From an optimization exercise on the open Yosys and OpenROAD flow, aimed at small area and a short achievable clock period; shortcuts taken in it are not production practice. Only simulation tests tie the RTL to the original design; equivalence was not proved.

==> design/flow/design.v <==
module four_ports_fifo(
	input wire clk,
	input wire resetn,
	input wire [31:0] data0,
	input wire [31:0] data1,
	input wire [31:0] data2,
	input wire [31:0] data3,
	input wire [2:0] wen,
	input wire [2:0] ren,
	output reg [32:0] dout0,
	output reg [32:0] dout1,
	output reg [32:0] dout2,
	output reg [32:0] dout3,
	output wire empty,
	output wire full
);
	reg [31:0] bank0 [0:7];
	reg [31:0] bank1 [0:7];
	reg [31:0] bank2 [0:7];
	reg [31:0] bank3 [0:7];
	reg [4:0] wp;
	reg [4:0] rp;
	reg [5:0] count;
	reg        empty_r;    
	reg        full_r;     
	reg  [3:0] has;        
	reg  [3:0] room;       
	assign empty = empty_r;
	assign full  = full_r;
	wire [3:0] wgt;     
	assign wgt[0] = wen != 3'd0;
	assign wgt[1] = wen[2] | wen[1];
	assign wgt[2] = wen[2] | (wen[1] & wen[0]);
	assign wgt[3] = wen[2];
	reg acc;
	always @(*) begin
		case (wen)
			3'd1: acc = room[0];
			3'd2: acc = room[1];
			3'd3: acc = room[2];
			3'd4: acc = room[3];
			default: acc = 1'b0;
		endcase
	end
	wire [2:0] wa = acc ? wen : 3'd0;
	wire [1:0] wsel0 = 2'd0 - wp[1:0];
	wire [1:0] wsel1 = 2'd1 - wp[1:0];
	wire [1:0] wsel2 = 2'd2 - wp[1:0];
	wire [1:0] wsel3 = 2'd3 - wp[1:0];
	function [31:0] pick4;
		input [1:0] s;
		input [31:0] a, b, c, d;
		case (s)
			2'd0: pick4 = a;
			2'd1: pick4 = b;
			2'd2: pick4 = c;
			default: pick4 = d;
		endcase
	endfunction
	function sel_gt;
		input [1:0] s;
		input [3:0] g;
		case (s)
			2'd0: sel_gt = g[0];
			2'd1: sel_gt = g[1];
			2'd2: sel_gt = g[2];
			default: sel_gt = g[3];
		endcase
	endfunction
	wire [31:0] wd0 = pick4(wsel0, data0, data1, data2, data3);
	wire [31:0] wd1 = pick4(wsel1, data0, data1, data2, data3);
	wire [31:0] wd2 = pick4(wsel2, data0, data1, data2, data3);
	wire [31:0] wd3 = pick4(wsel3, data0, data1, data2, data3);
	wire bwe0 = acc & sel_gt(wsel0, wgt);
	wire bwe1 = acc & sel_gt(wsel1, wgt);
	wire bwe2 = acc & sel_gt(wsel2, wgt);
	wire bwe3 = acc & sel_gt(wsel3, wgt);
	wire [2:0] wrow0 = wp[4:2] + {2'b00, wp[1:0] > 2'd0};
	wire [2:0] wrow1 = wp[4:2] + {2'b00, wp[1:0] > 2'd1};
	wire [2:0] wrow2 = wp[4:2] + {2'b00, wp[1:0] > 2'd2};
	wire [2:0] wrow3 = wp[4:2];
	integer i;
	always @(posedge clk) begin
		for (i = 0; i < 8; i = i + 1) begin
			if (bwe0 && wrow0 == i) bank0[i] <= wd0;
			if (bwe1 && wrow1 == i) bank1[i] <= wd1;
			if (bwe2 && wrow2 == i) bank2[i] <= wd2;
			if (bwe3 && wrow3 == i) bank3[i] <= wd3;
		end
	end
	wire [2:0] rrow0 = rp[4:2] + {2'b00, rp[1:0] > 2'd0};
	wire [2:0] rrow1 = rp[4:2] + {2'b00, rp[1:0] > 2'd1};
	wire [2:0] rrow2 = rp[4:2] + {2'b00, rp[1:0] > 2'd2};
	wire [2:0] rrow3 = rp[4:2];
	wire [31:0] rd0 = bank0[rrow0];
	wire [31:0] rd1 = bank1[rrow1];
	wire [31:0] rd2 = bank2[rrow2];
	wire [31:0] rd3 = bank3[rrow3];
	wire [31:0] q0 = pick4(rp[1:0],        rd0, rd1, rd2, rd3);
	wire [31:0] q1 = pick4(rp[1:0] + 2'd1, rd0, rd1, rd2, rd3);
	wire [31:0] q2 = pick4(rp[1:0] + 2'd2, rd0, rd1, rd2, rd3);
	wire [31:0] q3 = pick4(rp[1:0] + 2'd3, rd0, rd1, rd2, rd3);
	wire [3:0] rgt;     
	assign rgt[0] = ren != 3'd0;
	assign rgt[1] = ren[2] | ren[1];
	assign rgt[2] = ren[2] | (ren[1] & ren[0]);
	assign rgt[3] = ren[2];
	wire [3:0] v = rgt & has;           
	wire [2:0] n = {v[3], v[1] & ~v[3], (v[0] & ~v[1]) | (v[2] & ~v[3])};
	always @(posedge clk) begin
		if (~resetn) begin
			dout0 <= 33'd0;
			dout1 <= 33'd0;
			dout2 <= 33'd0;
			dout3 <= 33'd0;
		end else begin
			dout0 <= v[0] ? {1'b1, q0} : 33'd0;
			dout1 <= v[1] ? {1'b1, q1} : 33'd0;
			dout2 <= v[2] ? {1'b1, q2} : 33'd0;
			dout3 <= v[3] ? {1'b1, q3} : 33'd0;
		end
	end
	wire [5:0] cnext = count + {3'b000, wa} - {3'b000, n};
	always @(posedge clk) begin
		if (~resetn) begin
			wp      <= 5'd0;
			rp      <= 5'd0;
			count   <= 6'd0;
			empty_r <= 1'b1;
			full_r  <= 1'b0;
			has     <= 4'b0000;
			room    <= 4'b1111;
		end else begin
			wp      <= wp + {2'b00, wa};
			rp      <= rp + {2'b00, n};
			count   <= cnext;
			empty_r <= cnext == 6'd0;
			full_r  <= cnext == 6'd32;
			has     <= {cnext > 6'd3, cnext > 6'd2, cnext > 6'd1, cnext > 6'd0};
			room    <= {cnext <= 6'd28, cnext <= 6'd29, cnext <= 6'd30, cnext <= 6'd31};
		end
	end
endmodule
==> design/flow/run.sh <==
#!/bin/bash
# synth_recipe.tcl (not shown) runs the flow's synth.tcl, then flattens the netlist and writes it again
# the make line also repeats each setting of config.mk as NAME=value (left out here)
make -C /OpenROAD-flow-scripts/flow DESIGN_CONFIG=/design/flow/config.mk WORK_HOME=/design/flow/orfs CLKGATE_MAP_FILE= SYNTH_SCRIPT=/design/flow/synth_recipe.tcl finish
==> design/flow/config.mk <==
export PLATFORM = sky130hd
export DESIGN_NAME = four_ports_fifo
export DESIGN_NICKNAME = four_ports_fifo
export VERILOG_FILES = /design/flow/design.v
export SDC_FILE = /design/flow/constraint.sdc
export NUM_CORES = 4
export LEC_CHECK = 0
export CAP_MARGIN = 20
export CORE_MARGIN = 2
export CORE_UTILIZATION = 22
export PLACE_DENSITY = 0.4
export SLEW_MARGIN = 20
==> design/flow/constraint.sdc <==
create_clock -name core_clock -period 6.0 [get_ports {clk}]
set_input_delay 1.2000 -clock core_clock [delete_from_list [all_inputs] [get_ports {clk}]]
set_output_delay 1.2000 -clock core_clock [all_outputs]
set_load 0.01 [all_outputs]
==> run summary <==
metrics by stage:
step / std cells / setup slack, ns
3_3_place_gp: 6385 / 0.897
4_1_cts: 6637 / 1.43
6_report: 6642 / 1.52
5_1_grt: 6638 / 1.19
2_1_floorplan: 3228 / 0.991
3_5_place_dp: 6385 / 0.863
metal layers:
layer | track usage (%) | part of all wire, % | vias to the layer above | wire length [um]
li1 | - | - | 13600 | -
met1 | 21.2 | 41 | 16900 | 83200
met2 | 31.6 | 53 | 875 | 109000
met3 | 2.18 | 3.7 | 207 | 7510
met4 | 5.37 | 2.9 | 0 | 5860
met5 | 0 | 0 | - | 0
area by class of cell:
type | count | area (sq um)
Fill cell | 22800 | 164000
Sequential cell | 1182 | 33900
Multi-Input combinational cell | 1767 | 15100
Clock buffer | 193 | 3940
Timing Repair Buffer | 402 | 3820
Tap cell | 2992 | 3740
Clock inverter | 59 | 522
Inverter | 42 | 160
Antenna cell | 5 | 12.5
layout by cell type (no fill, tap or decap), drive strengths merged, types with 44 or more instances in the layout:
master / n
buf: 133
nor2b: 44
edfxtp: 1024
clkdlybuf4s50: 269
o21ai: 139
clkbuf: 193
a221oi: 57
o22ai: 90
a21oi: 114
nor2: 148
dfxtp: 158
mux4: 180
nor3: 47
nand3: 85
mux2i: 142
clkinv: 49
nand2: 153
report_power, final:
part	internal (mW)	switching (mW)
registers	9.88	0.389
clock network	4.93	3.50
logic	3.80	8.49
total	18.6	12.4
registers in the layout, indices dropped and copies added (netlist names):
| name | count |
|---|---|
| bank0 | 256 |
| bank2 | 256 |
| dout3 | 33 |
| room | 4 |
| full_r | 1 |
| dout1 | 33 |
| bank1 | 256 |
| has | 4 |
| wp | 5 |
| dout2 | 33 |
| bank3 | 256 |
| dout0 | 33 |
| rp | 5 |
| count | 6 |
| empty_r | 1 |
worst max path at each step:
stage,start,end,slack (ns),depth (start not counted)
after floorplan,wen[1],bank0[0][0],0.99,7
after global placement,wen[1],has[0],0.90,14
after detailed placement,wen[1],has[0],0.86,14
after CTS,rp[1],dout0[1],1.43,10
after global routing,rp[1],dout1[20],1.19,10
final,rp[1],dout1[20],1.52,10
cell families (layout without fill, tap and decap cells):
logic type | Yosys count | in the layout | synth area share [%]
AO/OA/AOI/OAI | 717 | 717 | 10.2
XOR/XNOR | 20 | 20 | 0.471
adder cells (fa/ha/maj) | 29 | 29 | 0.801
buffers and inverters | 279 | 696 | 2.55
flip-flops | 1182 | 1182 | 67.9
multiplexers | 363 | 363 | 11.9
other | 0 | 5 | 0
AND/OR/NAND/NOR | 638 | 638 | 6.27
worst max-delay path: cells and delay by family (launching register included):
family,cells,cell delay (ns)
buffers and inverters,1,0.45
adder cells (fa/ha/maj),2,0.89
AO/OA/AOI/OAI,5,1.41
AND/OR/NAND/NOR,2,1.17
flip-flops,1,0.35
==> results.ini <==
[synthesis]
yosysMostFrequentCell = edfxtp_1
syn_inst = 3228
synth-edff-count = 1024
ys_top_cells_by_count = edfxtp_1 (1,024), mux4_2 (180), dfxtp_1 (158)
synth_area_per_cell_sq_um = 15.5
ys_ff_latch = 1182
yosysUniqueCellTypes = 88
synthFlopType = edfxtp_1
netlist.area_leader.share_pct = 61.5
ys_warn_count = 5
synth_top_area_cell = edfxtp_1
synth_area_sq_um = 50000
synthesis.nets = 3393
ys_seq_area_share_pct = 67.9
ys_top_cells_by_area = edfxtp_1 (62%), mux4_2 (8.1%), dfxtp_1 (6.3%)
async_flop_share_pct = 0

[worst_hold_path]
hold_depth = 2
hp-start = rp[3]
hp-class = reg -> reg
whs_endpoint = rp[3]

[routing]
drt-initial-drc-count = 2939
vias = 31600
dr.pass1.iters = 5
wl_um = 205000
drc = 0
wl_per_cell_um = 30.9
via_per_inst = 4.75
ant_nets = 0

[timing]
max_freq_mhz = 223
fin_crit_sh_pct = 74.6
rsz0062_at_grt = no
clock_skew_ns = 0.0278
finalHoldViolCount = 0
finalCriticalPeriod_ns = 4.48
finalSetupTns_ns = 0
setup_viol = 0
worst-slew-pin-transition_ns = 1.20
slew_violations = 0
relSlewSlack_pct = 20.0
worst_hold_slack_ns = 0.610

[worst_setup_path]
path_cells = inv_4 > nand2_1 > ha_4 > ha_4 > nor2b_1 > a221oi_1 > o21ai_0 > o22ai_1 > o221a_2 > o21ai_0
crit_required_ns = 6.64
max_stage_delay_ns = 0.84
worstSetupStartpointType = flip-flop
reg2reg_from = rp[1]
timing.rr.end = dout1[20]
worstPathArrival_ns = 5.11
crit_type = reg -> reg
slowest_stage = nor2b_1
cp_max_fo = 39
cp-end-kind = flip-flop
reg2reg_slack_ns = 1.52
r2r_cells = 10

[clock_network]
worstSkewPairLatency_ns = 0.79
cts_resized = 0
clkTransAtPathRegs_ns = 0.05
cts_max_level = 4
cts_made_buffers = 137
postCtsSetupBuffers = 0
tritoncts = done
clockRootBuffer = clkbuf_16
clockBufferDepth = 3
ctsHoldBuffers = 0
cts.sinks = 1182

[placement]
io_buffers = 269
place.gp.congestion = 0.843
dpl.hpwl_um = 147000
place_area_sq_um = 56800

[global_route]
antenna_found_initial = 9
grtUsageTotal_pct = 17.4
grt_pass1_vias = 30900
grt_pass1_wl_um = 276000
grt_max_degree = 113
gr-total-overflow = 0

[power]
p_leak_nw = 19.3
powerDensity_nw_per_um2 = 506
power_mw = 31.0
ir_worst_vdd_mv = 0.278

[die]
floorplan.initialDensity_pct = 22.2
die_width_um = 481
ios = 270
core-area_sq_um = 225000
fp.dieH_um = 481
core.rowCount = 174
dieArea_sq_um = 231000

[final_layout]
syn2layout_area_growth_pct = 22.6
fin_area_sq_um = 61300
drive_above_1_share_pct = 17.6
nets = 3697
utilization_pct = 27.2

[run]
maxCapViolations = 0

[status]
status = complete, no violations

afterwards: timing with drivers on the ports:
Ports are ideal in the flow. The routed layout listed here was re-timed in OpenROAD.
Step 1 (the two cells are an assumption about what drives the block):
set clk [get_ports {clk}]
set_driving_cell -lib_cell sky130_fd_sc_hd__clkbuf_16 $clk
set_driving_cell -lib_cell sky130_fd_sc_hd__buf_2 [delete_from_list [all_inputs] $clk]
Step 2 also shifts input and output timing later by t, the mid clock arrival at the registers, as if the neighbouring blocks saw the same clock.
Slacks: ideal / step 1 / step 2; pairs: ideal / step 1.
shift t [ns]: 0.851
setup slack, ns: 1.522 / 1.522 / 0.823
worst setup path at the end: input to register
After both steps this run still meets setup and hold. The setup slack of this run moves by 0.000 ns with the drivers and by -0.699 ns with both steps.
